Background: an optimization exercise with open tools, aiming at small area and a short achievable clock period. Do not read the settings as production practice.
No run shown here included a check of the RTL's function; only the layout flow was run.
No activity file was given, so power comes from the tool's default toggle rates.

File: design/flow/flow/run.sh
#!/bin/bash
set -euo pipefail
export BUFFER_PORTS_ARGS="-buffer_cell sky130_fd_sc_hd__buf_2"
bash standard.sh > standard_make.log 2>&1
File: design/flow/standard.sh
#!/bin/bash
# synth_recipe.tcl (not shown) runs the flow's synth.tcl, then flattens the netlist and writes it again
# the make line also repeats each setting of config.mk as NAME=value (left out here)
make -C /OpenROAD-flow-scripts/flow DESIGN_CONFIG=/design/flow/config.mk WORK_HOME=/design/flow/orfs CLKGATE_MAP_FILE= SYNTH_SCRIPT=/design/flow/synth_recipe.tcl "${@:-finish}"
File: design/flow/config.mk
export PLATFORM = sky130hd
export DESIGN_NAME = movavg
export DESIGN_NICKNAME = movavg
export VERILOG_FILES = /design/flow/design.v
export SDC_FILE = /design/flow/constraint.sdc
export NUM_CORES = 4
export LEC_CHECK = 0
export CAP_MARGIN = 20
export CORE_MARGIN = 2
export CORE_UTILIZATION = 65
export CTS_BUF_LIST = sky130_fd_sc_hd__clkbuf_4 sky130_fd_sc_hd__clkbuf_8
export PLACE_DENSITY = 0.75
export SLEW_MARGIN = 20
File: design/flow/constraint.sdc
create_clock -name core_clock -period 7.5 [get_ports {clk}]
set_input_delay 1.5000 -clock core_clock [delete_from_list [all_inputs] [get_ports {clk}]]
set_output_delay 1.5000 -clock core_clock [all_outputs]
set_load 0.01 [all_outputs]
File: design/flow/design.v
module movavg(
    input logic clk,
    input logic reset,
    input logic [63:0] din,
    output logic [63:0] dout
);
   logic [63:0] t1, t2, t3;
   logic [63:0] s1, c1, x1, s2, c2;
   logic ao_w1;
   logic ao_w2;
   logic ao_w3;
   logic ao_w4;
   logic ao_w5;
   logic ao_w6;
   logic ao_w7;
   logic ao_w8;
   logic ao_w9;
   logic ao_w10;
   logic ao_w11;
   logic ao_w12;
   logic ao_w13;
   logic ao_w14;
   logic ao_w15;
   logic ao_w16;
   logic ao_w17;
   logic ao_w18;
   logic ao_w19;
   logic ao_w20;
   logic ao_w21;
   logic ao_w22;
   logic ao_w23;
   logic ao_w24;
   logic ao_w25;
   logic ao_w26;
   logic ao_w27;
   logic ao_w28;
   logic ao_w29;
   logic ao_w30;
   logic ao_w31;
   logic ao_w32;
   logic ao_w33;
   logic ao_w34;
   logic ao_w35;
   logic ao_w36;
   logic ao_w37;
   logic ao_w38;
   logic ao_w39;
   logic ao_w40;
   logic ao_w41;
   logic ao_w42;
   logic ao_w43;
   logic ao_w44;
   logic ao_w45;
   logic ao_w46;
   logic ao_w47;
   logic ao_w48;
   logic ao_w49;
   logic ao_w50;
   logic ao_w51;
   logic ao_w52;
   logic ao_w53;
   logic ao_w54;
   logic ao_w55;
   logic ao_w56;
   logic ao_w57;
   logic ao_w58;
   logic ao_w59;
   logic ao_w60;
   logic ao_w61;
   logic ao_w62;
   logic ao_w63;
   logic ao_w64;
   logic ao_w65;
   logic ao_w66;
   logic ao_w67;
   logic ao_w68;
   logic ao_w69;
   logic ao_w70;
   logic ao_w71;
   logic ao_w72;
   logic ao_w73;
   logic ao_w74;
   logic ao_w75;
   logic ao_w76;
   logic ao_w77;
   logic ao_w78;
   logic ao_w79;
   logic ao_w80;
   logic ao_w81;
   logic ao_w82;
   logic ao_w83;
   logic ao_w84;
   logic ao_w85;
   logic ao_w86;
   logic ao_w87;
   logic ao_w88;
   logic ao_w89;
   logic ao_w90;
   logic ao_w91;
   logic ao_w92;
   logic ao_w93;
   logic ao_w94;
   logic ao_w95;
   logic ao_w96;
   logic ao_w97;
   logic ao_w98;
   logic ao_w99;
   logic ao_w100;
   logic ao_w101;
   logic ao_w102;
   logic ao_w103;
   logic ao_w104;
   logic ao_w105;
   logic ao_w106;
   logic ao_w107;
   logic ao_w108;
   logic ao_w109;
   logic ao_w110;
   logic ao_w111;
   logic ao_w112;
   logic ao_w113;
   logic ao_w114;
   logic ao_w115;
   logic ao_w116;
   logic ao_w117;
   logic ao_w118;
   logic ao_w119;
   logic ao_w120;
   logic ao_w121;
   logic ao_w122;
   logic ao_w123;
   logic ao_w124;
   logic ao_w125;
   logic ao_w126;
   logic ao_w127;
   logic ao_w128;
   logic ao_w129;
   logic ao_w130;
   logic ao_w131;
   logic ao_w132;
   logic ao_w133;
   logic ao_w134;
   logic ao_w135;
   logic ao_w136;
   logic ao_w137;
   logic ao_w138;
   logic ao_w139;
   logic ao_w140;
   logic ao_w141;
   logic ao_w142;
   logic ao_w143;
   logic ao_w144;
   logic ao_w145;
   logic ao_w146;
   logic ao_w147;
   logic ao_w148;
   logic ao_w149;
   logic ao_w150;
   logic ao_w151;
   logic ao_w152;
   logic ao_w153;
   logic ao_w154;
   logic ao_w155;
   logic ao_w156;
   logic ao_w157;
   logic ao_w158;
   logic ao_w159;
   logic ao_w160;
   logic ao_w161;
   logic ao_w162;
   logic ao_w163;
   logic ao_w164;
   logic ao_w165;
   logic ao_w166;
   logic ao_w167;
   logic ao_w168;
   logic ao_w169;
   logic ao_w170;
   logic ao_w171;
   logic ao_w172;
   logic ao_w173;
   logic ao_w174;
   logic ao_w175;
   logic ao_w176;
   logic ao_w177;
   logic ao_w178;
   logic ao_w179;
   logic ao_w180;
   logic ao_w181;
   logic ao_w182;
   logic ao_w183;
   logic ao_w184;
   logic ao_w185;
   logic ao_w186;
   logic ao_w187;
   logic ao_w188;
   logic ao_w189;
   logic ao_w190;
   logic ao_w191;
   logic ao_w192;
   logic ao_w193;
   logic ao_w194;
   logic ao_w195;
   logic ao_w196;
   logic ao_w197;
   logic ao_w198;
   logic ao_w199;
   logic ao_w200;
   logic ao_w201;
   logic ao_w202;
   logic ao_w203;
   logic ao_w204;
   logic ao_w205;
   logic ao_w206;
   logic ao_w207;
   logic ao_w208;
   logic ao_w209;
   logic ao_w210;
   logic ao_w211;
   logic ao_w212;
   logic ao_w213;
   logic ao_w214;
   logic ao_w215;
   logic ao_w216;
   logic ao_w217;
   logic ao_w218;
   logic ao_w219;
   logic ao_w220;
   logic ao_w221;
   logic ao_w222;
   logic ao_w223;
   logic ao_w224;
   logic ao_w225;
   logic ao_w226;
   logic ao_w227;
   logic ao_w228;
   logic ao_w229;
   logic ao_w230;
   logic ao_w231;
   logic ao_w232;
   logic ao_w233;
   logic ao_w234;
   logic ao_w235;
   logic ao_w236;
   logic ao_w237;
   logic ao_w238;
   logic ao_w239;
   logic ao_w240;
   logic ao_w241;
   logic ao_w242;
   logic ao_w243;
   logic ao_w244;
   logic ao_w245;
   logic ao_w246;
   logic ao_w247;
   logic ao_w248;
   logic ao_w249;
   logic ao_w250;
   logic ao_w251;
   logic ao_w252;
   logic ao_w253;
   logic ao_w254;
   logic ao_w255;
   logic ao_w256;
   logic ao_w257;
   logic ao_w258;
   logic ao_w259;
   logic ao_w260;
   logic ao_w261;
   logic ao_w262;
   logic ao_w263;
   logic ao_w264;
   logic ao_w265;
   logic ao_w266;
   logic ao_w267;
   logic ao_w268;
   logic ao_w269;
   logic ao_w270;
   logic ao_w271;
   logic ao_w272;
   logic ao_w273;
   logic ao_w274;
   logic ao_w275;
   logic ao_w276;
   logic ao_w277;
   logic ao_w278;
   logic ao_w279;
   logic ao_w280;
   logic ao_w281;
   logic ao_w282;
   logic ao_w283;
   logic ao_w284;
   logic ao_w285;
   logic ao_w286;
   logic ao_w287;
   logic ao_w288;
   logic ao_w289;
   logic ao_w290;
   logic ao_w291;
   logic ao_w292;
   logic ao_w293;
   logic ao_w294;
   logic ao_w295;
   logic ao_w296;
   logic ao_w297;
   logic ao_w298;
   logic ao_w299;
   logic ao_w300;
   logic ao_w301;
   logic ao_w302;
   logic ao_w303;
   logic ao_w304;
   logic ao_w305;
   logic ao_w306;
   logic ao_w307;
   logic ao_w308;
   logic ao_w309;
   logic ao_w310;
   logic ao_w311;
   logic ao_w312;
   logic ao_w313;
   logic ao_w314;
   logic ao_w315;
   logic ao_w316;
   logic ao_w317;
   logic ao_w318;
   logic ao_w319;
   logic ao_w320;
   logic ao_w321;
   logic ao_w322;
   logic ao_w323;
   logic ao_w324;
   logic ao_w325;
   logic ao_w326;
   logic ao_w327;
   logic ao_w328;
   logic ao_w329;
   logic ao_w330;
   logic ao_w331;
   logic ao_w332;
   logic ao_w333;
   logic ao_w334;
   logic ao_w335;
   logic ao_w336;
   logic ao_w337;
   logic ao_w338;
   logic ao_w339;
   logic ao_w340;
   logic ao_w341;
   logic ao_w342;
   logic ao_w343;
   logic ao_w344;
   logic ao_w345;
   logic ao_w346;
   logic ao_w347;
   logic ao_w348;
   logic ao_w349;
   logic ao_w350;
   logic ao_w351;
   logic ao_w352;
   logic ao_w353;
   logic ao_w354;
   logic ao_w355;
   logic ao_w356;
   logic ao_w357;
   logic ao_w358;
   logic ao_w359;
   logic ao_w360;
   logic ao_w361;
   logic ao_w362;
   logic ao_w363;
   logic ao_w364;
   logic ao_w365;
   logic ao_w366;
   logic ao_w367;
   logic ao_w368;
   logic ao_w369;
   logic ao_w370;
   logic ao_w371;
   logic ao_w372;
   logic ao_w373;
   logic ao_w374;
   logic ao_w375;
   logic ao_w376;
   logic ao_w377;
   logic ao_w378;
   logic ao_w379;
   logic ao_w380;
   logic ao_w381;
   logic ao_w382;
   logic ao_w383;
   logic ao_w384;
   logic ao_w385;
   logic ao_w386;
   logic ao_w387;
   logic ao_w388;
   logic ao_w389;
   logic ao_w390;
   logic ao_w391;
   logic ao_w392;
   logic ao_w393;
   logic ao_w394;
   logic ao_w395;
   logic ao_w396;
   logic ao_w397;
   logic ao_w398;
   logic ao_w399;
   logic ao_w400;
   logic ao_w401;
   logic ao_w402;
   logic ao_w403;
   logic ao_w404;
   logic ao_w405;
   logic ao_w406;
   logic ao_w407;
   logic ao_w408;
   logic ao_w409;
   logic ao_w410;
   logic ao_w411;
   logic ao_w412;
   logic ao_w413;
   logic ao_w414;
   logic ao_w415;
   logic ao_w416;
   logic ao_w417;
   logic ao_w418;
   logic ao_w419;
   logic ao_w420;
   logic ao_w421;
   logic ao_w422;
   logic ao_w423;
   logic ao_w424;
   logic ao_w425;
   logic ao_w426;
   logic ao_w427;
   logic ao_w428;
   logic ao_w429;
   logic ao_w430;
   logic ao_w431;
   logic ao_w432;
   logic ao_w433;
   logic ao_w434;
   logic ao_w435;
   logic ao_w436;
   logic ao_w437;
   logic ao_w438;
   logic ao_w439;
   logic ao_w440;
   logic ao_w441;
   logic ao_w442;
   logic ao_w443;
   logic ao_w444;
   logic ao_w445;
   logic ao_w446;
   logic ao_w447;
   logic ao_w448;
   logic ao_w449;
   logic ao_w450;
   logic ao_w451;
   logic ao_w452;
   logic ao_w453;
   logic ao_w454;
   logic ao_w455;
   logic ao_w456;
   logic ao_w457;
   logic ao_w458;
   logic ao_w459;
   logic ao_w460;
   logic ao_w461;
   logic ao_w462;
   logic ao_w463;
   assign s1 = t1 ^ t2 ^ t3;
   assign c1 = {(t1[62:0] & t2[62:0]) | (t3[62:0] & (t1[62:0] | t2[62:0])), 1'b0};
   assign s2 = din ^ s1 ^ c1;
   assign c2 = {(s1[62:0] & c1[62:0]) | (din[62:0] & (s1[62:0] | c1[62:0])), 1'b0};
   assign ao_w1 = s2[0] & c2[0];
   assign ao_w2 = s2[1] & c2[1];
   assign ao_w3 = s2[2] & c2[2];
   assign ao_w4 = s2[3] & c2[3];
   assign ao_w5 = s2[4] & c2[4];
   assign ao_w6 = s2[5] & c2[5];
   assign ao_w7 = s2[6] & c2[6];
   assign ao_w8 = s2[7] & c2[7];
   assign ao_w9 = s2[8] & c2[8];
   assign ao_w10 = s2[9] & c2[9];
   assign ao_w11 = s2[10] & c2[10];
   assign ao_w12 = s2[11] & c2[11];
   assign ao_w13 = s2[12] & c2[12];
   assign ao_w14 = s2[13] & c2[13];
   assign ao_w15 = s2[14] & c2[14];
   assign ao_w16 = s2[15] & c2[15];
   assign ao_w17 = s2[16] & c2[16];
   assign ao_w18 = s2[17] & c2[17];
   assign ao_w19 = s2[18] & c2[18];
   assign ao_w20 = s2[19] & c2[19];
   assign ao_w21 = s2[20] & c2[20];
   assign ao_w22 = s2[21] & c2[21];
   assign ao_w23 = s2[22] & c2[22];
   assign ao_w24 = s2[23] & c2[23];
   assign ao_w25 = s2[24] & c2[24];
   assign ao_w26 = s2[25] & c2[25];
   assign ao_w27 = s2[26] & c2[26];
   assign ao_w28 = s2[27] & c2[27];
   assign ao_w29 = s2[28] & c2[28];
   assign ao_w30 = s2[29] & c2[29];
   assign ao_w31 = s2[30] & c2[30];
   assign ao_w32 = s2[31] & c2[31];
   assign ao_w33 = s2[32] & c2[32];
   assign ao_w34 = s2[33] & c2[33];
   assign ao_w35 = s2[34] & c2[34];
   assign ao_w36 = s2[35] & c2[35];
   assign ao_w37 = s2[36] & c2[36];
   assign ao_w38 = s2[37] & c2[37];
   assign ao_w39 = s2[38] & c2[38];
   assign ao_w40 = s2[39] & c2[39];
   assign ao_w41 = s2[40] & c2[40];
   assign ao_w42 = s2[41] & c2[41];
   assign ao_w43 = s2[42] & c2[42];
   assign ao_w44 = s2[43] & c2[43];
   assign ao_w45 = s2[44] & c2[44];
   assign ao_w46 = s2[45] & c2[45];
   assign ao_w47 = s2[46] & c2[46];
   assign ao_w48 = s2[47] & c2[47];
   assign ao_w49 = s2[48] & c2[48];
   assign ao_w50 = s2[49] & c2[49];
   assign ao_w51 = s2[50] & c2[50];
   assign ao_w52 = s2[51] & c2[51];
   assign ao_w53 = s2[52] & c2[52];
   assign ao_w54 = s2[53] & c2[53];
   assign ao_w55 = s2[54] & c2[54];
   assign ao_w56 = s2[55] & c2[55];
   assign ao_w57 = s2[56] & c2[56];
   assign ao_w58 = s2[57] & c2[57];
   assign ao_w59 = s2[58] & c2[58];
   assign ao_w60 = s2[59] & c2[59];
   assign ao_w61 = s2[60] & c2[60];
   assign ao_w62 = s2[61] & c2[61];
   assign ao_w63 = s2[62] & c2[62];
   assign ao_w64 = s2[63] & c2[63];
   assign ao_w65 = s2[0] ^ c2[0];
   assign ao_w66 = s2[1] ^ c2[1];
   assign ao_w67 = s2[2] ^ c2[2];
   assign ao_w68 = s2[3] ^ c2[3];
   assign ao_w69 = s2[4] ^ c2[4];
   assign ao_w70 = s2[5] ^ c2[5];
   assign ao_w71 = s2[6] ^ c2[6];
   assign ao_w72 = s2[7] ^ c2[7];
   assign ao_w73 = s2[8] ^ c2[8];
   assign ao_w74 = s2[9] ^ c2[9];
   assign ao_w75 = s2[10] ^ c2[10];
   assign ao_w76 = s2[11] ^ c2[11];
   assign ao_w77 = s2[12] ^ c2[12];
   assign ao_w78 = s2[13] ^ c2[13];
   assign ao_w79 = s2[14] ^ c2[14];
   assign ao_w80 = s2[15] ^ c2[15];
   assign ao_w81 = s2[16] ^ c2[16];
   assign ao_w82 = s2[17] ^ c2[17];
   assign ao_w83 = s2[18] ^ c2[18];
   assign ao_w84 = s2[19] ^ c2[19];
   assign ao_w85 = s2[20] ^ c2[20];
   assign ao_w86 = s2[21] ^ c2[21];
   assign ao_w87 = s2[22] ^ c2[22];
   assign ao_w88 = s2[23] ^ c2[23];
   assign ao_w89 = s2[24] ^ c2[24];
   assign ao_w90 = s2[25] ^ c2[25];
   assign ao_w91 = s2[26] ^ c2[26];
   assign ao_w92 = s2[27] ^ c2[27];
   assign ao_w93 = s2[28] ^ c2[28];
   assign ao_w94 = s2[29] ^ c2[29];
   assign ao_w95 = s2[30] ^ c2[30];
   assign ao_w96 = s2[31] ^ c2[31];
   assign ao_w97 = s2[32] ^ c2[32];
   assign ao_w98 = s2[33] ^ c2[33];
   assign ao_w99 = s2[34] ^ c2[34];
   assign ao_w100 = s2[35] ^ c2[35];
   assign ao_w101 = s2[36] ^ c2[36];
   assign ao_w102 = s2[37] ^ c2[37];
   assign ao_w103 = s2[38] ^ c2[38];
   assign ao_w104 = s2[39] ^ c2[39];
   assign ao_w105 = s2[40] ^ c2[40];
   assign ao_w106 = s2[41] ^ c2[41];
   assign ao_w107 = s2[42] ^ c2[42];
   assign ao_w108 = s2[43] ^ c2[43];
   assign ao_w109 = s2[44] ^ c2[44];
   assign ao_w110 = s2[45] ^ c2[45];
   assign ao_w111 = s2[46] ^ c2[46];
   assign ao_w112 = s2[47] ^ c2[47];
   assign ao_w113 = s2[48] ^ c2[48];
   assign ao_w114 = s2[49] ^ c2[49];
   assign ao_w115 = s2[50] ^ c2[50];
   assign ao_w116 = s2[51] ^ c2[51];
   assign ao_w117 = s2[52] ^ c2[52];
   assign ao_w118 = s2[53] ^ c2[53];
   assign ao_w119 = s2[54] ^ c2[54];
   assign ao_w120 = s2[55] ^ c2[55];
   assign ao_w121 = s2[56] ^ c2[56];
   assign ao_w122 = s2[57] ^ c2[57];
   assign ao_w123 = s2[58] ^ c2[58];
   assign ao_w124 = s2[59] ^ c2[59];
   assign ao_w125 = s2[60] ^ c2[60];
   assign ao_w126 = s2[61] ^ c2[61];
   assign ao_w127 = s2[62] ^ c2[62];
   assign ao_w128 = s2[63] ^ c2[63];
   assign ao_w129 = ao_w2 | (ao_w66 & ao_w1);
   assign ao_w130 = ao_w66 & ao_w65;
   assign ao_w131 = ao_w4 | (ao_w68 & ao_w3);
   assign ao_w132 = ao_w68 & ao_w67;
   assign ao_w133 = ao_w6 | (ao_w70 & ao_w5);
   assign ao_w134 = ao_w70 & ao_w69;
   assign ao_w135 = ao_w8 | (ao_w72 & ao_w7);
   assign ao_w136 = ao_w72 & ao_w71;
   assign ao_w137 = ao_w3 | (ao_w67 & ao_w129);
   assign ao_w138 = ao_w67 & ao_w130;
   assign ao_w139 = ao_w131 | (ao_w132 & ao_w129);
   assign ao_w140 = ao_w132 & ao_w130;
   assign ao_w141 = ao_w7 | (ao_w71 & ao_w133);
   assign ao_w142 = ao_w71 & ao_w134;
   assign ao_w143 = ao_w135 | (ao_w136 & ao_w133);
   assign ao_w144 = ao_w136 & ao_w134;
   assign ao_w145 = ao_w5 | (ao_w69 & ao_w139);
   assign ao_w146 = ao_w69 & ao_w140;
   assign ao_w147 = ao_w133 | (ao_w134 & ao_w139);
   assign ao_w148 = ao_w134 & ao_w140;
   assign ao_w149 = ao_w141 | (ao_w142 & ao_w139);
   assign ao_w150 = ao_w142 & ao_w140;
   assign ao_w151 = ao_w143 | (ao_w144 & ao_w139);
   assign ao_w152 = ao_w144 & ao_w140;
   assign ao_w153 = ao_w10 | (ao_w74 & ao_w9);
   assign ao_w154 = ao_w74 & ao_w73;
   assign ao_w155 = ao_w12 | (ao_w76 & ao_w11);
   assign ao_w156 = ao_w76 & ao_w75;
   assign ao_w157 = ao_w14 | (ao_w78 & ao_w13);
   assign ao_w158 = ao_w78 & ao_w77;
   assign ao_w159 = ao_w16 | (ao_w80 & ao_w15);
   assign ao_w160 = ao_w80 & ao_w79;
   assign ao_w161 = ao_w11 | (ao_w75 & ao_w153);
   assign ao_w162 = ao_w75 & ao_w154;
   assign ao_w163 = ao_w155 | (ao_w156 & ao_w153);
   assign ao_w164 = ao_w156 & ao_w154;
   assign ao_w165 = ao_w15 | (ao_w79 & ao_w157);
   assign ao_w166 = ao_w79 & ao_w158;
   assign ao_w167 = ao_w159 | (ao_w160 & ao_w157);
   assign ao_w168 = ao_w160 & ao_w158;
   assign ao_w169 = ao_w13 | (ao_w77 & ao_w163);
   assign ao_w170 = ao_w77 & ao_w164;
   assign ao_w171 = ao_w157 | (ao_w158 & ao_w163);
   assign ao_w172 = ao_w158 & ao_w164;
   assign ao_w173 = ao_w165 | (ao_w166 & ao_w163);
   assign ao_w174 = ao_w166 & ao_w164;
   assign ao_w175 = ao_w167 | (ao_w168 & ao_w163);
   assign ao_w176 = ao_w168 & ao_w164;
   assign ao_w177 = ao_w18 | (ao_w82 & ao_w17);
   assign ao_w178 = ao_w82 & ao_w81;
   assign ao_w179 = ao_w20 | (ao_w84 & ao_w19);
   assign ao_w180 = ao_w84 & ao_w83;
   assign ao_w181 = ao_w22 | (ao_w86 & ao_w21);
   assign ao_w182 = ao_w86 & ao_w85;
   assign ao_w183 = ao_w24 | (ao_w88 & ao_w23);
   assign ao_w184 = ao_w88 & ao_w87;
   assign ao_w185 = ao_w19 | (ao_w83 & ao_w177);
   assign ao_w186 = ao_w83 & ao_w178;
   assign ao_w187 = ao_w179 | (ao_w180 & ao_w177);
   assign ao_w188 = ao_w180 & ao_w178;
   assign ao_w189 = ao_w23 | (ao_w87 & ao_w181);
   assign ao_w190 = ao_w87 & ao_w182;
   assign ao_w191 = ao_w183 | (ao_w184 & ao_w181);
   assign ao_w192 = ao_w184 & ao_w182;
   assign ao_w193 = ao_w21 | (ao_w85 & ao_w187);
   assign ao_w194 = ao_w85 & ao_w188;
   assign ao_w195 = ao_w181 | (ao_w182 & ao_w187);
   assign ao_w196 = ao_w182 & ao_w188;
   assign ao_w197 = ao_w189 | (ao_w190 & ao_w187);
   assign ao_w198 = ao_w190 & ao_w188;
   assign ao_w199 = ao_w191 | (ao_w192 & ao_w187);
   assign ao_w200 = ao_w192 & ao_w188;
   assign ao_w201 = ao_w26 | (ao_w90 & ao_w25);
   assign ao_w202 = ao_w90 & ao_w89;
   assign ao_w203 = ao_w28 | (ao_w92 & ao_w27);
   assign ao_w204 = ao_w92 & ao_w91;
   assign ao_w205 = ao_w30 | (ao_w94 & ao_w29);
   assign ao_w206 = ao_w94 & ao_w93;
   assign ao_w207 = ao_w32 | (ao_w96 & ao_w31);
   assign ao_w208 = ao_w96 & ao_w95;
   assign ao_w209 = ao_w27 | (ao_w91 & ao_w201);
   assign ao_w210 = ao_w91 & ao_w202;
   assign ao_w211 = ao_w203 | (ao_w204 & ao_w201);
   assign ao_w212 = ao_w204 & ao_w202;
   assign ao_w213 = ao_w31 | (ao_w95 & ao_w205);
   assign ao_w214 = ao_w95 & ao_w206;
   assign ao_w215 = ao_w207 | (ao_w208 & ao_w205);
   assign ao_w216 = ao_w208 & ao_w206;
   assign ao_w217 = ao_w29 | (ao_w93 & ao_w211);
   assign ao_w218 = ao_w93 & ao_w212;
   assign ao_w219 = ao_w205 | (ao_w206 & ao_w211);
   assign ao_w220 = ao_w206 & ao_w212;
   assign ao_w221 = ao_w213 | (ao_w214 & ao_w211);
   assign ao_w222 = ao_w214 & ao_w212;
   assign ao_w223 = ao_w215 | (ao_w216 & ao_w211);
   assign ao_w224 = ao_w216 & ao_w212;
   assign ao_w225 = ao_w34 | (ao_w98 & ao_w33);
   assign ao_w226 = ao_w98 & ao_w97;
   assign ao_w227 = ao_w36 | (ao_w100 & ao_w35);
   assign ao_w228 = ao_w100 & ao_w99;
   assign ao_w229 = ao_w38 | (ao_w102 & ao_w37);
   assign ao_w230 = ao_w102 & ao_w101;
   assign ao_w231 = ao_w40 | (ao_w104 & ao_w39);
   assign ao_w232 = ao_w104 & ao_w103;
   assign ao_w233 = ao_w35 | (ao_w99 & ao_w225);
   assign ao_w234 = ao_w99 & ao_w226;
   assign ao_w235 = ao_w227 | (ao_w228 & ao_w225);
   assign ao_w236 = ao_w228 & ao_w226;
   assign ao_w237 = ao_w39 | (ao_w103 & ao_w229);
   assign ao_w238 = ao_w103 & ao_w230;
   assign ao_w239 = ao_w231 | (ao_w232 & ao_w229);
   assign ao_w240 = ao_w232 & ao_w230;
   assign ao_w241 = ao_w37 | (ao_w101 & ao_w235);
   assign ao_w242 = ao_w101 & ao_w236;
   assign ao_w243 = ao_w229 | (ao_w230 & ao_w235);
   assign ao_w244 = ao_w230 & ao_w236;
   assign ao_w245 = ao_w237 | (ao_w238 & ao_w235);
   assign ao_w246 = ao_w238 & ao_w236;
   assign ao_w247 = ao_w239 | (ao_w240 & ao_w235);
   assign ao_w248 = ao_w240 & ao_w236;
   assign ao_w249 = ao_w42 | (ao_w106 & ao_w41);
   assign ao_w250 = ao_w106 & ao_w105;
   assign ao_w251 = ao_w44 | (ao_w108 & ao_w43);
   assign ao_w252 = ao_w108 & ao_w107;
   assign ao_w253 = ao_w46 | (ao_w110 & ao_w45);
   assign ao_w254 = ao_w110 & ao_w109;
   assign ao_w255 = ao_w48 | (ao_w112 & ao_w47);
   assign ao_w256 = ao_w112 & ao_w111;
   assign ao_w257 = ao_w43 | (ao_w107 & ao_w249);
   assign ao_w258 = ao_w107 & ao_w250;
   assign ao_w259 = ao_w251 | (ao_w252 & ao_w249);
   assign ao_w260 = ao_w252 & ao_w250;
   assign ao_w261 = ao_w47 | (ao_w111 & ao_w253);
   assign ao_w262 = ao_w111 & ao_w254;
   assign ao_w263 = ao_w255 | (ao_w256 & ao_w253);
   assign ao_w264 = ao_w256 & ao_w254;
   assign ao_w265 = ao_w45 | (ao_w109 & ao_w259);
   assign ao_w266 = ao_w109 & ao_w260;
   assign ao_w267 = ao_w253 | (ao_w254 & ao_w259);
   assign ao_w268 = ao_w254 & ao_w260;
   assign ao_w269 = ao_w261 | (ao_w262 & ao_w259);
   assign ao_w270 = ao_w262 & ao_w260;
   assign ao_w271 = ao_w263 | (ao_w264 & ao_w259);
   assign ao_w272 = ao_w264 & ao_w260;
   assign ao_w273 = ao_w50 | (ao_w114 & ao_w49);
   assign ao_w274 = ao_w114 & ao_w113;
   assign ao_w275 = ao_w52 | (ao_w116 & ao_w51);
   assign ao_w276 = ao_w116 & ao_w115;
   assign ao_w277 = ao_w54 | (ao_w118 & ao_w53);
   assign ao_w278 = ao_w118 & ao_w117;
   assign ao_w279 = ao_w56 | (ao_w120 & ao_w55);
   assign ao_w280 = ao_w120 & ao_w119;
   assign ao_w281 = ao_w51 | (ao_w115 & ao_w273);
   assign ao_w282 = ao_w115 & ao_w274;
   assign ao_w283 = ao_w275 | (ao_w276 & ao_w273);
   assign ao_w284 = ao_w276 & ao_w274;
   assign ao_w285 = ao_w55 | (ao_w119 & ao_w277);
   assign ao_w286 = ao_w119 & ao_w278;
   assign ao_w287 = ao_w279 | (ao_w280 & ao_w277);
   assign ao_w288 = ao_w280 & ao_w278;
   assign ao_w289 = ao_w53 | (ao_w117 & ao_w283);
   assign ao_w290 = ao_w117 & ao_w284;
   assign ao_w291 = ao_w277 | (ao_w278 & ao_w283);
   assign ao_w292 = ao_w278 & ao_w284;
   assign ao_w293 = ao_w285 | (ao_w286 & ao_w283);
   assign ao_w294 = ao_w286 & ao_w284;
   assign ao_w295 = ao_w287 | (ao_w288 & ao_w283);
   assign ao_w296 = ao_w288 & ao_w284;
   assign ao_w297 = ao_w58 | (ao_w122 & ao_w57);
   assign ao_w298 = ao_w122 & ao_w121;
   assign ao_w299 = ao_w60 | (ao_w124 & ao_w59);
   assign ao_w300 = ao_w124 & ao_w123;
   assign ao_w301 = ao_w62 | (ao_w126 & ao_w61);
   assign ao_w302 = ao_w126 & ao_w125;
   assign ao_w303 = ao_w64 | (ao_w128 & ao_w63);
   assign ao_w304 = ao_w128 & ao_w127;
   assign ao_w305 = ao_w59 | (ao_w123 & ao_w297);
   assign ao_w306 = ao_w123 & ao_w298;
   assign ao_w307 = ao_w299 | (ao_w300 & ao_w297);
   assign ao_w308 = ao_w300 & ao_w298;
   assign ao_w309 = ao_w63 | (ao_w127 & ao_w301);
   assign ao_w310 = ao_w127 & ao_w302;
   assign ao_w311 = ao_w303 | (ao_w304 & ao_w301);
   assign ao_w312 = ao_w304 & ao_w302;
   assign ao_w313 = ao_w61 | (ao_w125 & ao_w307);
   assign ao_w314 = ao_w125 & ao_w308;
   assign ao_w315 = ao_w301 | (ao_w302 & ao_w307);
   assign ao_w316 = ao_w302 & ao_w308;
   assign ao_w317 = ao_w309 | (ao_w310 & ao_w307);
   assign ao_w318 = ao_w310 & ao_w308;
   assign ao_w319 = ao_w311 | (ao_w312 & ao_w307);
   assign ao_w320 = ao_w312 & ao_w308;
   assign ao_w321 = ao_w175 | (ao_w176 & ao_w151);
   assign ao_w322 = ao_w176 & ao_w152;
   assign ao_w323 = ao_w223 | (ao_w224 & ao_w199);
   assign ao_w324 = ao_w224 & ao_w200;
   assign ao_w325 = ao_w271 | (ao_w272 & ao_w247);
   assign ao_w326 = ao_w272 & ao_w248;
   assign ao_w327 = ao_w319 | (ao_w320 & ao_w295);
   assign ao_w328 = ao_w320 & ao_w296;
   assign ao_w329 = ao_w199 | (ao_w200 & ao_w321);
   assign ao_w330 = ao_w200 & ao_w322;
   assign ao_w331 = ao_w323 | (ao_w324 & ao_w321);
   assign ao_w332 = ao_w324 & ao_w322;
   assign ao_w333 = ao_w295 | (ao_w296 & ao_w325);
   assign ao_w334 = ao_w296 & ao_w326;
   assign ao_w335 = ao_w327 | (ao_w328 & ao_w325);
   assign ao_w336 = ao_w328 & ao_w326;
   assign ao_w337 = ao_w247 | (ao_w248 & ao_w331);
   assign ao_w338 = ao_w248 & ao_w332;
   assign ao_w339 = ao_w325 | (ao_w326 & ao_w331);
   assign ao_w340 = ao_w326 & ao_w332;
   assign ao_w341 = ao_w333 | (ao_w334 & ao_w331);
   assign ao_w342 = ao_w334 & ao_w332;
   assign ao_w343 = ao_w335 | (ao_w336 & ao_w331);
   assign ao_w344 = ao_w336 & ao_w332;
   assign ao_w345 = ao_w9 | (ao_w73 & ao_w151);
   assign ao_w346 = ao_w153 | (ao_w154 & ao_w151);
   assign ao_w347 = ao_w161 | (ao_w162 & ao_w151);
   assign ao_w348 = ao_w163 | (ao_w164 & ao_w151);
   assign ao_w349 = ao_w169 | (ao_w170 & ao_w151);
   assign ao_w350 = ao_w171 | (ao_w172 & ao_w151);
   assign ao_w351 = ao_w173 | (ao_w174 & ao_w151);
   assign ao_w352 = ao_w175 | (ao_w176 & ao_w151);
   assign ao_w353 = ao_w17 | (ao_w81 & ao_w321);
   assign ao_w354 = ao_w177 | (ao_w178 & ao_w321);
   assign ao_w355 = ao_w185 | (ao_w186 & ao_w321);
   assign ao_w356 = ao_w187 | (ao_w188 & ao_w321);
   assign ao_w357 = ao_w193 | (ao_w194 & ao_w321);
   assign ao_w358 = ao_w195 | (ao_w196 & ao_w321);
   assign ao_w359 = ao_w197 | (ao_w198 & ao_w321);
   assign ao_w360 = ao_w199 | (ao_w200 & ao_w321);
   assign ao_w361 = ao_w25 | (ao_w89 & ao_w329);
   assign ao_w362 = ao_w201 | (ao_w202 & ao_w329);
   assign ao_w363 = ao_w209 | (ao_w210 & ao_w329);
   assign ao_w364 = ao_w211 | (ao_w212 & ao_w329);
   assign ao_w365 = ao_w217 | (ao_w218 & ao_w329);
   assign ao_w366 = ao_w219 | (ao_w220 & ao_w329);
   assign ao_w367 = ao_w221 | (ao_w222 & ao_w329);
   assign ao_w368 = ao_w223 | (ao_w224 & ao_w329);
   assign ao_w369 = ao_w33 | (ao_w97 & ao_w331);
   assign ao_w370 = ao_w225 | (ao_w226 & ao_w331);
   assign ao_w371 = ao_w233 | (ao_w234 & ao_w331);
   assign ao_w372 = ao_w235 | (ao_w236 & ao_w331);
   assign ao_w373 = ao_w241 | (ao_w242 & ao_w331);
   assign ao_w374 = ao_w243 | (ao_w244 & ao_w331);
   assign ao_w375 = ao_w245 | (ao_w246 & ao_w331);
   assign ao_w376 = ao_w247 | (ao_w248 & ao_w331);
   assign ao_w377 = ao_w41 | (ao_w105 & ao_w337);
   assign ao_w378 = ao_w249 | (ao_w250 & ao_w337);
   assign ao_w379 = ao_w257 | (ao_w258 & ao_w337);
   assign ao_w380 = ao_w259 | (ao_w260 & ao_w337);
   assign ao_w381 = ao_w265 | (ao_w266 & ao_w337);
   assign ao_w382 = ao_w267 | (ao_w268 & ao_w337);
   assign ao_w383 = ao_w269 | (ao_w270 & ao_w337);
   assign ao_w384 = ao_w271 | (ao_w272 & ao_w337);
   assign ao_w385 = ao_w49 | (ao_w113 & ao_w339);
   assign ao_w386 = ao_w273 | (ao_w274 & ao_w339);
   assign ao_w387 = ao_w281 | (ao_w282 & ao_w339);
   assign ao_w388 = ao_w283 | (ao_w284 & ao_w339);
   assign ao_w389 = ao_w289 | (ao_w290 & ao_w339);
   assign ao_w390 = ao_w291 | (ao_w292 & ao_w339);
   assign ao_w391 = ao_w293 | (ao_w294 & ao_w339);
   assign ao_w392 = ao_w295 | (ao_w296 & ao_w339);
   assign ao_w393 = ao_w57 | (ao_w121 & ao_w341);
   assign ao_w394 = ao_w297 | (ao_w298 & ao_w341);
   assign ao_w395 = ao_w305 | (ao_w306 & ao_w341);
   assign ao_w396 = ao_w307 | (ao_w308 & ao_w341);
   assign ao_w397 = ao_w313 | (ao_w314 & ao_w341);
   assign ao_w398 = ao_w315 | (ao_w316 & ao_w341);
   assign ao_w399 = ao_w317 | (ao_w318 & ao_w341);
   assign ao_w400 = ao_w319 | (ao_w320 & ao_w341);
   assign ao_w401 = ao_w66 ^ ao_w1;
   assign ao_w402 = ao_w67 ^ ao_w129;
   assign ao_w403 = ao_w68 ^ ao_w137;
   assign ao_w404 = ao_w69 ^ ao_w139;
   assign ao_w405 = ao_w70 ^ ao_w145;
   assign ao_w406 = ao_w71 ^ ao_w147;
   assign ao_w407 = ao_w72 ^ ao_w149;
   assign ao_w408 = ao_w73 ^ ao_w151;
   assign ao_w409 = ao_w74 ^ ao_w345;
   assign ao_w410 = ao_w75 ^ ao_w346;
   assign ao_w411 = ao_w76 ^ ao_w347;
   assign ao_w412 = ao_w77 ^ ao_w348;
   assign ao_w413 = ao_w78 ^ ao_w349;
   assign ao_w414 = ao_w79 ^ ao_w350;
   assign ao_w415 = ao_w80 ^ ao_w351;
   assign ao_w416 = ao_w81 ^ ao_w352;
   assign ao_w417 = ao_w82 ^ ao_w353;
   assign ao_w418 = ao_w83 ^ ao_w354;
   assign ao_w419 = ao_w84 ^ ao_w355;
   assign ao_w420 = ao_w85 ^ ao_w356;
   assign ao_w421 = ao_w86 ^ ao_w357;
   assign ao_w422 = ao_w87 ^ ao_w358;
   assign ao_w423 = ao_w88 ^ ao_w359;
   assign ao_w424 = ao_w89 ^ ao_w360;
   assign ao_w425 = ao_w90 ^ ao_w361;
   assign ao_w426 = ao_w91 ^ ao_w362;
   assign ao_w427 = ao_w92 ^ ao_w363;
   assign ao_w428 = ao_w93 ^ ao_w364;
   assign ao_w429 = ao_w94 ^ ao_w365;
   assign ao_w430 = ao_w95 ^ ao_w366;
   assign ao_w431 = ao_w96 ^ ao_w367;
   assign ao_w432 = ao_w97 ^ ao_w368;
   assign ao_w433 = ao_w98 ^ ao_w369;
   assign ao_w434 = ao_w99 ^ ao_w370;
   assign ao_w435 = ao_w100 ^ ao_w371;
   assign ao_w436 = ao_w101 ^ ao_w372;
   assign ao_w437 = ao_w102 ^ ao_w373;
   assign ao_w438 = ao_w103 ^ ao_w374;
   assign ao_w439 = ao_w104 ^ ao_w375;
   assign ao_w440 = ao_w105 ^ ao_w376;
   assign ao_w441 = ao_w106 ^ ao_w377;
   assign ao_w442 = ao_w107 ^ ao_w378;
   assign ao_w443 = ao_w108 ^ ao_w379;
   assign ao_w444 = ao_w109 ^ ao_w380;
   assign ao_w445 = ao_w110 ^ ao_w381;
   assign ao_w446 = ao_w111 ^ ao_w382;
   assign ao_w447 = ao_w112 ^ ao_w383;
   assign ao_w448 = ao_w113 ^ ao_w384;
   assign ao_w449 = ao_w114 ^ ao_w385;
   assign ao_w450 = ao_w115 ^ ao_w386;
   assign ao_w451 = ao_w116 ^ ao_w387;
   assign ao_w452 = ao_w117 ^ ao_w388;
   assign ao_w453 = ao_w118 ^ ao_w389;
   assign ao_w454 = ao_w119 ^ ao_w390;
   assign ao_w455 = ao_w120 ^ ao_w391;
   assign ao_w456 = ao_w121 ^ ao_w392;
   assign ao_w457 = ao_w122 ^ ao_w393;
   assign ao_w458 = ao_w123 ^ ao_w394;
   assign ao_w459 = ao_w124 ^ ao_w395;
   assign ao_w460 = ao_w125 ^ ao_w396;
   assign ao_w461 = ao_w126 ^ ao_w397;
   assign ao_w462 = ao_w127 ^ ao_w398;
   assign ao_w463 = ao_w128 ^ ao_w399;
   assign dout = {ao_w463, ao_w462, ao_w461, ao_w460, ao_w459, ao_w458, ao_w457, ao_w456, ao_w455, ao_w454, ao_w453, ao_w452, ao_w451, ao_w450, ao_w449, ao_w448, ao_w447, ao_w446, ao_w445, ao_w444, ao_w443, ao_w442, ao_w441, ao_w440, ao_w439, ao_w438, ao_w437, ao_w436, ao_w435, ao_w434, ao_w433, ao_w432, ao_w431, ao_w430, ao_w429, ao_w428, ao_w427, ao_w426, ao_w425, ao_w424, ao_w423, ao_w422, ao_w421, ao_w420, ao_w419, ao_w418, ao_w417, ao_w416, ao_w415, ao_w414, ao_w413, ao_w412, ao_w411, ao_w410, ao_w409, ao_w408, ao_w407, ao_w406, ao_w405, ao_w404, ao_w403, ao_w402, ao_w401, ao_w65};
   always_ff @(posedge clk) begin
      if (reset) begin
         t1 <= 64'h0;
         t2 <= 64'h0;
         t3 <= 64'h0;
      end else begin
         t1 <= din;
         t2 <= t1;
         t3 <= t2;
      end
   end
endmodule
==> flow_metrics.tcl, run 1 <==
set metrics [dict create \
    ys_ff_latch 192 \
    yosys_warnings 1 \
    p_int_mw 1.75 \
    overflow 0 \
    slew_headroom_pct 49.8 \
    fin_ws_ns 0.470 \
    port_buffers 129 \
    die_area_um2 18000 \
    synth_top_flop_cell "dfxtp_1" \
    sequentialPowerShare_pct 39.8 \
    clock_sinks 192 \
    powerDensity_nw_per_um2 232 \
    grt_max_degree 109 \
    hold_slack_ns 0.480 \
    rr_startpoint "t1[46]$_SDFF_PP0_" \
    rsz0062_at_grt "no" \
    p_leak_nw 5.52 \
    hold_depth 1 \
    dieHeight_um 134 \
    place_hpwl_mm 14.2 \
    worst_pin_slew_ns 0.745 \
    synth_edf_count 0 \
    fin_crit_sh_pct 93.7 \
    grt_pass1_wl_mm 30.4 \
    die_w_um 134 \
    dpl-instance-area_um2 11400 \
    cts_hold_buf 0 \
    slew_violations 0 \
    finalInstanceArea_um2 11800 \
    areaGrowthSynthToFinish_pct 7.04 \
    synth_area_um2 11000 \
    detail-route-antenna-nets 0 \
    tns_ns 0 \
    drive_gt1_share_pct 15.7 \
    tritoncts "done" \
    vias 6585 \
    pwr-share-comb_pct 36.4 \
    worst_hold_path.endpoint "t3[25]$_SDFF_PP0_" \
    wire_per_inst_um 13.7 \
    avgSynthCellArea_um2 10.9 \
    wl_mm 17.9 \
    fillCellCount 1326 \
    via_per_inst 5.03 \
    status "no timing/DRC/antenna violations" \
    finalSetupViolCount 0 \
    swShare_pct 35.9 \
    clock_latency_ns 0.46 \
    worstPathArrival_ns 5.53 \
    fin_worst_skew_ns 0.00783 \
    hp-start "t2[25]$_SDFF_PP0_" \
    switchingPower_uw 981 \
    gp_congestion 0.827 \
    ff2ff_setup_slack_ns 6.89 \
    finalHoldViolations 0 \
    cts_buffer_depth 2 \
    drc 0 \
    maxCapViolations 0 \
    synthAdderAreaFrac_pct 30.9 \
    r2r_end "t2[46]$_SDFF_PP0_" \
    h-tree-depth 4 \
    ys_seq_area_share_pct 34.9 \
    async_flop_share_pct 0 \
    crit_start "din[11]" \
    worstSetupStartpointType "primary input" \
    fmax_ghz 0.142 \
    worstPathMaxFanout 5 \
    grt_pass1_vias 6619 \
    reg2reg_depth 1 \
    drt_iter0_drc 277 \
    core_area_um2 16600 \
    nets 1334 \
    post-place-ws_ns 0.514 \
    drt_first_pass_iters 5 \
    critPathKind "in -> out" \
    synth-xor-area-share_pct 4.05 \
    row_count 47 \
    p_clk_share_pct 23.8 \
    synth_compound_area_share_pct 7.22 \
    initial_utilization_pct 66.5 \
    post_cts_resized 0 \
    muxShareOfSynthArea_pct 0.0908 \
    synthSimpleGateAreaFrac_pct 15.0 \
    ir_drop_uv 167 \
    synthDistinctLibCells 52 \
    track_usage_pct 21.1 \
    syn_nets 1270 \
    tritoncts.num_buffers 17 \
    required_ns 6.00 \
    path_clk_slew_ns 0.11 \
    antenna_found_initial 1 \
    period_needed_ns 7.03 \
    cts_setup_buffers 0 \
    setup.worst_path.end_class "output port" \
    io-pin-count 130 \
    syn_inst 1010 \
    clock-root-buffer "clkbuf_8" \
    hp-class "reg -> reg" \
    synth_top_family_by_area "adder cells" \
]
## worst max-delay path: stages
cell and delay (ns):
buf_2 0.07, inv_1 0.06, fa_1 0.53, inv_1 0.04, ha_1 0.34, a21oi_1 0.28
o21ai_0 0.15, a211oi_1 0.67, a211oi_1 0.21, o31ai_2 0.48, a21oi_2 0.15, a221o_2 0.44
a31oi_1 0.29, o211a_1 0.19, buf_2 0.12
## cells by family after synthesis
logic type	count (synthesis)
simple gates	288
fa+ha+maj	194
flops	192
buf+inv	166
compound gates	118
xor+xnor	51
mux	1
## how the worst max path moves through the flow
stage | end | slack, ns
5_1_grt | dout[63] | 0.17
4_1_cts | dout[63] | 0.44
3_5_place_dp | dout[63] | 0.51
6_report | dout[63] | 0.47
3_3_place_gp | dout[63] | 0.57
2_1_floorplan | dout[63] | 1.46
## power by group through the flow
stage | Sequential (mW) | Clock (mW) | Combinational (mW)
2_1_floorplan | 1.11 | 0 | 0.903
3_3_place_gp | 1.11 | 0 | 0.987
3_5_place_dp | 1.11 | 0 | 0.999
4_1_cts | 1.09 | 0.671 | 1.01
5_1_grt | 1.10 | 0.715 | 1.12
6_report | 1.09 | 0.650 | 0.994
## area by class of cell
cell class	count	area, um^2	area share, %
timing repair buffer	131	679	5.76
inverter	80	300	2.55
sequential	192	3840	32.6
clock buffer	17	234	1.98
tap	220	275	2.33
clock inverter	15	148	1.25
antenna	1	2.50	0.0212
multi-input combinational	652	6310	53.5
## through the flow
stage,util (%),total power [mW],std cells
finish,71.1,2.73,1308
global route,71.1,2.93,1308
CTS,71.0,2.77,1306
detailed placement,68.7,2.11,1274
global placement,68.7,2.10,1274
floorplan,-,2.01,1010
## state kept, by name (all words and copies together) (netlist names)
signal,flops
t3,64
t1,64
t2,64
## layout by cell type (no fill, tap or decap), types with 6 or more instances in the layout
cell      count
nand2_1      24
o21ai_0      15
nor2_1       33
nand3_1       9
ha_1         63
nor3_1       10
a211o_1       6
nor2b_1     183
a21oi_1      35
xor2_1       17
fa_1        131
a21o_1       13
nand4_1       8
clkbuf_8     17
dfxtp_1     192
inv_1        80
buf_2       128
xnor2_1      34
## metal layers
layer / wire length [um] / GRT usage [%]
met1: 8430 / 28.7
met2: 8460 / 34.1
met3: 812 / 5.52
met4: 219 / 5.32
met5: 0 / 0
## cell usage after synthesis, types with 15 or more instances
cell,number,area share (%)
ha_1,63,7.2
xor2_1,17,1.4
inv_1,80,2.7
a21oi_1,35,1.6
buf_4,64,4.4
fa_1,131,24
clkbuf_1,21,0.72
nand2_1,24,0.82
xnor2_1,34,2.7
nor2b_1,183,10
dfxtp_1,192,35
o21ai_0,15,0.68
nor2_1,33,1.1
==> inputs of run 2 (changes only) <==
--- a/design/flow/design.v
+++ b/design/flow/design.v
@@ -7,3 +7,3 @@
    logic [63:0] t1, t2, t3;
-   logic [63:0] s1, c1, x1, s2, c2;
+   logic [63:0] s1, c1, x1, y1, s2, c2;
    logic ao_w1;
@@ -473,4 +473,5 @@
    assign c1 = {(t1[62:0] & t2[62:0]) | (t3[62:0] & (t1[62:0] | t2[62:0])), 1'b0};
-   assign s2 = din ^ s1 ^ c1;
-   assign c2 = {(s1[62:0] & c1[62:0]) | (din[62:0] & (s1[62:0] | c1[62:0])), 1'b0};
+   assign x1 = s1 ^ c1;
+   assign s2 = din ^ x1;
+   assign c2 = {x1[62:0] & din[62:0] | ~x1[62:0] & s1[62:0], 1'b0};
    assign ao_w1 = s2[0] & c2[0];
==> design/flow/flow/run.sh (replaced) <==
#!/bin/bash
set -euo pipefail
export BUFFER_PORTS_ARGS="-buffer_cell sky130_fd_sc_hd__buf_2"
python3 flow/mknet.py sp8 > netlist.v 2> mknet.log
bash standard.sh VERILOG_FILES="$PWD/netlist.v" ADDER_MAP_FILE= finish > standard_make.log 2>&1
==> design/flow/flow/mknet.py (new file) <==
#!/usr/bin/env python3
"""Writes the movavg design as a netlist: the registers, their clears and the carry-save
rows as sky130 cells, the carry-propagate adder as plain logic for synthesis to map.

    dout = din + t1 + t2 + t3, with t1, t2, t3 the last three samples.
    (s1, c1) = full adders on t1, t2, t3          (register outputs only)
    x1 = s1 ^ c1, y1 = s1 & c1                     (half adders, still off the din path)
    s2 = din ^ x1, c2 = y1 | (din & x1)            (adds din to the carry-save pair)
    g = s2 & c2, p = s2 ^ c2, then a prefix adder.
usage: mknet.py PREFIX_KIND > netlist.v     (PREFIX_KIND: sk, sp4, sp8, ks, bk)"""
import sys

N = 64
P = "sky130_fd_sc_hd__"
kind = sys.argv[1] if len(sys.argv) > 1 else "sp8"
out = []
wires = []
assigns = []
ncell = [0]


def cell(typ, **pins):
    ncell[0] += 1
    conn = ", ".join(f".{k}({v})" for k, v in pins.items())
    out.append(f"  {P}{typ} hm_{ncell[0]} ({conn});")


def wire(name):
    wires.append(name)
    return name


# registers and their synchronous clears
for i in range(N):
    for r, src in (("t1", f"din[{i}]"), ("t2", f"t1[{i}]"), ("t3", f"t2[{i}]")):
        d = wire(f"d_{r}_{i}")
        cell("nor2b_1", A="reset", B_N=src, Y=d)
        out.append(f"  {P}dfxtp_1 \\{r}[{i}]$_SDFF_PP0_  (.CLK(clk), .D({d}), .Q({r}[{i}]));")

# carry-save rows and generate/propagate
g = ["1'b0"] * N
p = [None] * N
for i in range(N):
    s1 = wire(f"s1_{i}")
    if i < N - 1:
        k1 = wire(f"k1_{i}")
        cell("fa_1", A=f"t1[{i}]", B=f"t2[{i}]", CIN=f"t3[{i}]", SUM=s1, COUT=k1)
    else:
        k1 = wire(f"k1_{i}")
        cell("fa_1", A=f"t1[{i}]", B=f"t2[{i}]", CIN=f"t3[{i}]", SUM=s1, COUT=k1)
    if i == 0:
        x1, y1 = s1, None
    else:
        x1, y1 = wire(f"x1_{i}"), wire(f"y1_{i}")
        cell("ha_1", A=s1, B=f"k1_{i-1}", SUM=x1, COUT=y1)
    s2n = wire(f"s2n_{i}")
    cell("xnor2_1", A=f"din[{i}]", B=x1, Y=s2n)
    if i < N - 1:
        c2n = wire(f"c2n_{i+1}")
        if y1 is None:
            cell("nand2_1", A=f"din[{i}]", B=x1, Y=c2n)
        else:
            cell("a21oi_1", A1=f"din[{i}]", A2=x1, B1=y1, Y=c2n)
    if i == 0:
        p[0] = wire("p_0")
        cell("inv_1", A=s2n, Y=p[0])
    else:
        g[i], p[i] = wire(f"g_{i}"), wire(f"p_{i}")
        cell("nor2_1", A=s2n, B=f"c2n_{i}", Y=g[i])
        cell("xor2_1", A=s2n, B=f"c2n_{i}", X=p[i])

# prefix network (plain logic)
nw = [0]


def w(expr):
    nw[0] += 1
    nm = wire(f"pf_{nw[0]}")
    assigns.append(f"  assign {nm} = {expr};")
    return nm


def comb(Gh, Ph, Gl, Pl, needp=True):
    G = w(f"{Gh} | ({Ph} & {Gl})")
    Pn = w(f"{Ph} & {Pl}") if needp else None
    return G, Pn


G, Pp = list(g), list(p)
if kind in ("sk", "ks", "bk"):
    if kind == "ks":
        d = 1
        while d < N:
            nG, nP = list(G), list(Pp)
            for i in range(d, N):
                nG[i], nP[i] = comb(G[i], Pp[i], G[i - d], Pp[i - d])
            G, Pp = nG, nP
            d *= 2
    elif kind == "sk":
        d = 1
        while d < N:
            nG, nP = list(G), list(Pp)
            for i in range(N):
                if (i // d) % 2 == 1:
                    j = (i // d) * d - 1
                    nG[i], nP[i] = comb(G[i], Pp[i], G[j], Pp[j])
            G, Pp = nG, nP
            d *= 2
    else:
        d = 1
        while d < N:
            for i in range(2 * d - 1, N, 2 * d):
                G[i], Pp[i] = comb(G[i], Pp[i], G[i - d], Pp[i - d])
            d *= 2
        d = N // 4
        while d >= 1:
            for i in range(3 * d - 1, N, 2 * d):
                G[i], _ = comb(G[i], Pp[i], G[i - d], Pp[i - d], False)
            d //= 2
else:
    k = int(kind[2:])
    ng = N // k
    LG, LP = list(g), list(p)
    for gi in range(ng):
        base = gi * k
        d = 1
        while d < k:
            nLG, nLP = list(LG), list(LP)
            for i in range(base, base + k):
                if ((i - base) // d) % 2 == 1:
                    j = base + ((i - base) // d) * d - 1
                    nLG[i], nLP[i] = comb(LG[i], LP[i], LG[j], LP[j])
            LG, LP = nLG, nLP
            d *= 2
    GG = [LG[gi * k + k - 1] for gi in range(ng)]
    GP = [LP[gi * k + k - 1] for gi in range(ng)]
    d = 1
    while d < ng:
        nG, nP = list(GG), list(GP)
        for i in range(ng):
            if (i // d) % 2 == 1:
                j = (i // d) * d - 1
                nG[i], nP[i] = comb(GG[i], GP[i], GG[j], GP[j])
        GG, GP = nG, nP
        d *= 2
    for i in range(N):
        gi = i // k
        G[i] = LG[i] if gi == 0 else w(f"{LG[i]} | ({LP[i]} & {GG[gi - 1]})")

for i in range(N):
    if i == 0:
        assigns.append(f"  assign dout[0] = {p[0]};")
    else:
        assigns.append(f"  assign dout[{i}] = {p[i]} ^ {G[i - 1]};")

print("// Generated by mknet.py " + kind)
print("module movavg(clk, reset, din, dout);")
print("  input clk;\n  input reset;\n  input [63:0] din;\n  output [63:0] dout;")
print("  wire [63:0] t1, t2, t3;")
for x in wires:
    print(f"  wire {x};")
print("\n".join(out))
print("\n".join(assigns))
print("endmodule")
==> flow_metrics.tcl, run 2 <==
set metrics [dict create \
    ff2ff_setup_slack_ns 6.88 \
    hold_slack_ns 0.480 \
    tritoncts "done" \
    wl_mm 18.3 \
    synth_area_um2 10500 \
    grt_pass1_wl_mm 32.1 \
    finalSetupViolCount 0 \
    finalHoldViolations 0 \
    ys_seq_area_share_pct 36.5 \
    swShare_pct 35.4 \
    rsz0062_at_grt "no" \
    final_common_cell "nor2b_1" \
    slew_violations 0 \
    power_mw 2.83 \
    tns_ns 0 \
    ys_top_cells_by_area "dfxtp_1 (36%), fa_1 (12%), nor2b_1 (12%), xnor2_1 (7.9%), ha_1 (7.5%)" \
    cts_setup_buffers 0 \
    gp_congestion 0.793 \
    p_leak_nw 5.25 \
    synthDistinctLibCells 48 \
    nets 1384 \
    largestRegisters "t1 x64, t2 x64, t3 x64" \
    grt_max_degree 105 \
    worstPathArrival_ns 4.89 \
    grt_pass1_vias 7223 \
    required_ns 6.00 \
    yosysTopAreaCellShare_pct 36.5 \
    synth_edf_count 0 \
    setup.worst_path.end_class "output port" \
    worst_pin_slew_ns 0.989 \
    antenna_found_initial 3 \
    track_usage_pct 22.5 \
    pwr-share-comb_pct 37.3 \
    drc 0 \
    critPathKind "reg -> out" \
    fin_crit_sh_pct 85.2 \
    wire_per_inst_um 12.9 \
    fin_worst_skew_ns 0.00983 \
    fillCellCount 1215 \
    worstPathMaxFanout 6 \
    vias 7236 \
    io-pin-count 130 \
    cpMaxStageDelayCell "o31ai_1" \
    fin_cells 1421 \
    die_w_um 131 \
    place_hpwl_mm 14.1 \
    synth_top_area_cell "dfxtp_1" \
    yosysMostFrequentCell "nor2b_1" \
    syn_nets 1239 \
    switchingPower_mw 1.00 \
    initial_utilization_pct 66.4 \
    crit_chain "fa_1 > ha_1 > a21oi_1 > xor2_1 > nand4_1 > nor4_1 > nand3_1 > a21oi_1 > nor3_1 > o31ai_1 > a21o_1 > a21oi_1 > xnor2_1 > buf_2" \
    dpl.cell_count 1388 \
    sequentialPowerShare_pct 38.5 \
    detail-route-antenna-nets 0 \
    post_cts_resized 0 \
    port_buffers 129 \
    status "no timing/DRC/antenna violations" \
    async_flop_share_pct 0 \
    slew_headroom_pct 34.1 \
    avgSynthCellArea_um2 10.1 \
    slowest_delay_ns 0.55 \
    die_area_um2 17300 \
    ir_drop_uv 225 \
    p_clk_share_pct 24.1 \
    path_clk_slew_ns 0.10 \
    drt_iter0_drc 304 \
    synth_top_flop_cell "dfxtp_1" \
    synth_common_cells "nor2b_1 (200), dfxtp_1 (192), a21oi_1 (109), xnor2_1 (95), nor2_1 (92)" \
    cts_hold_buf 0 \
    clock_sinks 192 \
    drt_first_pass_iters 4 \
    syn_inst 1046 \
    maxCapViolations 0 \
    yosys_warnings 0 \
    clock-root-buffer "clkbuf_8" \
    areaGrowthSynthToFinish_pct 12.4 \
    ys_ff_latch 192 \
    cts_buffer_depth 2 \
    overflow 0 \
    clock_latency_ns 0.46 \
    tritoncts.num_buffers 17 \
    dieHeight_um 131 \
    p_int_mw 1.82 \
    powerDensity_nw_per_um2 238 \
    drive_gt1_share_pct 14.5 \
    core_area_um2 15900 \
    crit_top_cell "a21oi_1" \
    fmax_ghz 0.156 \
    layout_common_cells "nor2b_1 (200), dfxtp_1 (192), buf_2 (128), a21oi_1 (109), xnor2_1 (95)" \
    via_per_inst 5.09 \
    h-tree-depth 4 \
    period_needed_ns 6.39 \
    hp-class "reg -> reg" \
    worstSetupStartpointType "flip-flop" \
    row_count 46 \
]
[run 2: power by group through the flow]
stage | sequential [mW] | combinational (mW) | clock [mW]
CTS | 1.09 | 1.06 | 0.705
global placement | 1.11 | 1.04 | 0
global route | 1.10 | 1.17 | 0.747
finish | 1.09 | 1.06 | 0.681
floorplan | 1.11 | 0.738 | 0
detailed placement | 1.11 | 1.05 | 0
[run 2: cell families (layout without fill, tap and decap cells)]
kind of cell,Yosys count,after routing,synth area share (%)
and+or+nand+nor,361,361,18.7
adders and majority gates,127,127,19.6
DFF,192,192,36.5
buffers and inverters,18,175,0.712
other,0,2,0
xor gates and xnor gates,179,179,14.9
AOI/OAI and AO/OA,169,169,9.59
[run 2: area by class of cell]
type / instances / area (um^2) / area share [%]
diodes: 2 / 5.00 / 0.0422
multi-input cells: 836 / 6620 / 55.9
well taps: 216 / 270 / 2.28
inverters: 14 / 52.6 / 0.443
repair buffers: 130 / 659 / 5.56
clock buffers: 19 / 262 / 2.21
clock inverters: 12 / 135 / 1.14
flip-flops and latches: 192 / 3840 / 32.4
[run 2: through the flow]
step                      instance area, um^2  util, %  setup WS [ns]
final                                   11900     74.6           1.11
after global routing                    11800     74.6          0.771
after CTS                               11800     74.6           1.08
after detailed placement                11400     72.1           1.16
after global placement                  11400     72.1           1.25
after floorplan                         10500        -           1.99
[run 2: worst max-delay path, delay by kind of cell (launching register included)]
| family | cells | cell delay [ns] |
|---|---|---|
| AOI/OAI and AO/OA | 5 | 1.41 |
| and+or+nand+nor | 4 | 1.11 |
| adders and majority gates | 2 | 0.83 |
| xor gates and xnor gates | 2 | 0.59 |
| DFF | 1 | 0.34 |
| buffers and inverters | 1 | 0.15 |
[run 2: layer usage]
metal  GRT usage (%)  up-vias  wire length [um]  part of all wire (%)
met5               0        -                13                 0.071
met4            6.64        2               332                   1.8
met3            5.44       23               620                   3.4
met2            36.8      103              8610                    47
met1            29.8     3340              8750                    48
li1                -     3768                 -                     -
[run 2: path summary, 6_finish.rpt]
kind / startpoint / to / cells past startpoint
worst max-delay path: t1[36]$_SDFF_PP0_ / dout[54] / 14
worst min-delay path: t2[31]$_SDFF_PP0_ / t3[31]$_SDFF_PP0_ / 1
worst max register to register: t1[12]$_SDFF_PP0_ / t2[12]$_SDFF_PP0_ / 1
worst min register to register: t2[31]$_SDFF_PP0_ / t3[31]$_SDFF_PP0_ / 1
==> inputs of run 3 (changes only) <==
--- a/design/flow/flow/mknet.py
+++ b/design/flow/flow/mknet.py
@@ -71,2 +71,69 @@
 
+# hand-mapped Sklansky prefix (kind "hsk"): alternating AOI/OAI levels, inverters only where
+# a node's polarity does not match its partner's.
+inv_cache = {}
+
+
+def inv(net):
+    if net not in inv_cache:
+        n = wire(f"iv_{len(inv_cache)}")
+        cell("inv_1", A=net, Y=n)
+        inv_cache[net] = n
+    return inv_cache[net]
+
+
+def as_pol(sig, pol):
+    net, sp = sig
+    return net if sp == pol else inv(net)
+
+
+if kind == "hsk":
+    # node i holds (G, P, lo) for the group (i : lo); signals as (net, polarity True=true)
+    node = [None] * N
+    for i in range(N):
+        node[i] = [(g[i], True) if i else None, (p[i], True), i]
+    d = 1
+    lvl = 0
+    while d < N:
+        new = list(node)
+        for i in range(N):
+            if (i // d) % 2 == 1:
+                j = (i // d) * d - 1
+                Gh, Ph, loh = node[i]
+                Gl, Pl, lol = node[j]
+                lo = lol
+                if Gl is None:      # group (j : 0) has no generate (bit 0 never generates)
+                    new[i] = [Gh, None, lo]
+                    continue
+                needp = lo > 1
+                ins = [Gh, Ph, Gl] + ([Pl] if needp else [])
+                ntrue = sum(1 for s in ins if s[1])
+                pol_in = ntrue * 2 >= len(ins)
+                gh, ph, gl = as_pol(Gh, pol_in), as_pol(Ph, pol_in), as_pol(Gl, pol_in)
+                go = wire(f"G{lvl}_{i}")
+                if pol_in:
+                    cell("a21oi_1", A1=ph, A2=gl, B1=gh, Y=go)
+                else:
+                    cell("o21ai_0", A1=ph, A2=gl, B1=gh, Y=go)
+                po = None
+                if needp:
+                    pl = as_pol(Pl, pol_in)
+                    pn = wire(f"P{lvl}_{i}")
+                    cell("nand2_1" if pol_in else "nor2_1", A=ph, B=pl, Y=pn)
+                    po = (pn, not pol_in)
+                new[i] = [(go, not pol_in), po, lo]
+        node = new
+        d *= 2
+        lvl += 1
+    for i in range(N):
+        if i <= 1:
+            assigns.append(f"  assign dout[{i}] = {p[i]};")
+            continue
+        C = node[i - 1][0]
+        if C[1]:
+            cell("xor2_1", A=p[i], B=C[0], X=f"dout[{i}]")
+        else:
+            cell("xnor2_1", A=p[i], B=C[0], Y=f"dout[{i}]")
+    kind = "done"
+
 # prefix network (plain logic)
@@ -89,3 +156,5 @@
 G, Pp = list(g), list(p)
-if kind in ("sk", "ks", "bk"):
+if kind == "done":
+    pass
+elif kind in ("sk", "ks", "bk"):
     if kind == "ks":
@@ -149,3 +218,3 @@
 
-for i in range(N):
+for i in range(N if kind != "done" else 0):
     if i == 0:
--- a/design/flow/config.mk
+++ b/design/flow/config.mk
@@ -12,2 +12,3 @@
 export PLACE_DENSITY = 0.75
+export SETUP_SLACK_MARGIN = 1.5
 export SLEW_MARGIN = 20
==> flow_metrics.tcl, run 3 <==
set metrics [dict create \
    syn_nets 1239 \
    rr_startpoint "t1[12]$_SDFF_PP0_" \
    drt_first_pass_iters 4 \
    grt_pass1_wl_mm 32.2 \
    yosysTopAreaCellShare_pct 36.5 \
    die_w_um 131 \
    ff2ff_setup_slack_ns 6.88 \
    fillCellCount 1110 \
    ir_drop_uv 227 \
    worst_pin_slew_ns 0.988 \
    crit_start "t1[1]$_SDFF_PP0_" \
    hp-class "reg -> reg" \
    detail-route-antenna-nets 0 \
    clock_latency_ns 0.47 \
    die_area_um2 17300 \
    drive_gt1_share_pct 20.6 \
    worstSetupStartpointType "flip-flop" \
    tritoncts.num_buffers 17 \
    worstPathArrival_ns 4.43 \
    powerDensity_nw_per_um2 237 \
    required_ns 6.00 \
    vias 7458 \
    yosysMostFrequentCell "nor2b_1" \
    crit_end "dout[43]" \
    fin_crit_sh_pct 79.0 \
    grt_pass1_vias 7251 \
    async_flop_share_pct 0 \
    drt_iter0_drc 297 \
    final_common_cell "nor2b_1" \
    reg2reg_depth 1 \
    critPathKind "reg -> out" \
    core_area_um2 15900 \
    wire_per_inst_um 13.8 \
    rsz0062_at_grt "yes" \
    worstPathMaxFanout 5 \
    io-pin-count 130 \
    clock-root-buffer "clkbuf_8" \
    synth_top_flop_cell "dfxtp_1" \
    synth_common_cells "nor2b_1 (200), dfxtp_1 (192), a21oi_1 (109), xnor2_1 (95), nor2_1 (92)" \
    port_buffers 129 \
    syn_inst 1046 \
    dpl-instance-area_um2 11400 \
    ys_seq_area_share_pct 36.5 \
    r2r_end "t2[12]$_SDFF_PP0_" \
    initial_utilization_pct 66.4 \
    slew_headroom_pct 34.1 \
    status "no timing/DRC/antenna violations" \
    synth_edf_count 0 \
    cts_buffer_depth 2 \
    avgSynthCellArea_um2 10.1 \
    wl_mm 19.8 \
    tritoncts "done" \
    antenna_found_initial 3 \
    setup.worst_path.end_class "output port" \
    largestRegisters "t1 x64, t2 x64, t3 x64" \
    row_count 46 \
    finalInstanceArea_um2 12400 \
    layout_common_cells "nor2b_1 (200), dfxtp_1 (192), buf_2 (128), a21oi_1 (95), nor2_1 (90)" \
    fin_worst_skew_ns 0.0111 \
    finalSetupViolCount 0 \
    ys_ff_latch 192 \
    slew_violations 0 \
    place_hpwl_mm 14.1 \
    fmax_ghz 0.169 \
    period_needed_ns 5.93 \
    areaGrowthSynthToFinish_pct 18.0 \
    cts_hold_buf 0 \
    synthDistinctLibCells 48 \
    ys_top_cells_by_area "dfxtp_1 (36%), fa_1 (12%), nor2b_1 (12%), xnor2_1 (7.9%), ha_1 (7.5%)" \
    via_per_inst 5.18 \
    h-tree-depth 4 \
]
-- run 3: cell counts after synthesis --
No cell type changed its count.
-- run 3: metal layers --
| layer | wire [um] | global-route usage (%) |
|---|---|---|
| met2 | 9730 | 37.1 |
| met5 | 13 | 0 |
| met1 | 9030 | 29.9 |
| met3 | 746 | 5.40 |
| met4 | 292 | 6.70 |
-- run 3: worst min path at each step --
stage	from	cells past startpoint	to
2_1_floorplan	t2[0]$_SDFF_PP0_	1	t3[0]$_SDFF_PP0_
3_3_place_gp	t2[51]$_SDFF_PP0_	1	t3[51]$_SDFF_PP0_
3_5_place_dp	t2[41]$_SDFF_PP0_	1	t3[41]$_SDFF_PP0_
4_1_cts	t2[40]$_SDFF_PP0_	1	t3[40]$_SDFF_PP0_
5_1_grt	t2[2]$_SDFF_PP0_	1	t3[2]$_SDFF_PP0_
6_report	t2[31]$_SDFF_PP0_	1	t3[31]$_SDFF_PP0_
-- run 3: cell type report --
type | count | area, um^2 | share of cell area [%]
timing repair buffer | 149 | 802 | 6.45
inverter | 14 | 52.6 | 0.422
multi-input combinational | 836 | 7070 | 56.8
sequential | 192 | 3840 | 30.9
clock buffer | 19 | 262 | 2.10
tap | 216 | 270 | 2.17
clock inverter | 12 | 135 | 1.09
antenna | 2 | 5.00 | 0.0402
-- run 3: power breakdown --
group | internal (mW) | total [mW] | switching (mW)
sequential | 1.06 | 1.09 | 0.0285
clock | 0.314 | 0.685 | 0.371
combinational | 0.510 | 1.17 | 0.659
total | 1.88 | 2.94 | 1.06
-- run 3: critical path, cell delays in order, from the launching register on --
cell	delay, ns
dfxtp_1	0.34
fa_1	0.48
ha_1	0.34
a21oi_2	0.19
xor2_1	0.36
a211oi_4	0.13
nor4b_4	0.25
buf_4	0.18
o2111ai_4	0.18
a21boi_4	0.24
a21oi_4	0.11
o41ai_4	0.36
a31oi_2	0.17
or3b_1	0.37
o2111ai_1	0.09
buf_2	0.16
-- run 3: logic make-up (layout without fill, tap and decap cells) --
group / Yosys count / after routing / synth area share [%]
fa+ha+maj: 127 / 127 / 19.6
simple gates: 361 / 361 / 18.7
flops: 192 / 192 / 36.5
compound gates: 169 / 169 / 9.59
xor+xnor: 179 / 179 / 14.9
other cells: 0 / 2 / 0
buf+inv: 18 / 194 / 0.712
-- run 3: through the flow --
step / util [%] / hold slack [ns] / instances / setup slack [ns]
finish: 78.3 / 0.479 / 1440 / 1.57
global route: 78.3 / 0.483 / 1439 / 1.36
CTS: 75.1 / 0.482 / 1422 / 1.48
detailed placement: 72.1 / 0.478 / 1388 / 1.16
global placement: 72.1 / 0.470 / 1388 / 1.25
floorplan: - / 0.465 / 1046 / 1.99
-- run 3: timing repair --
| item | 4_1_cts | 5_1_grt |
|---|---|---|
| buffers inserted | 3 | 16 |
| resized for setup | 10 | 64 |
| pin swaps | 5 | 22 |
| setup endpoints to repair | 16 | 28 |
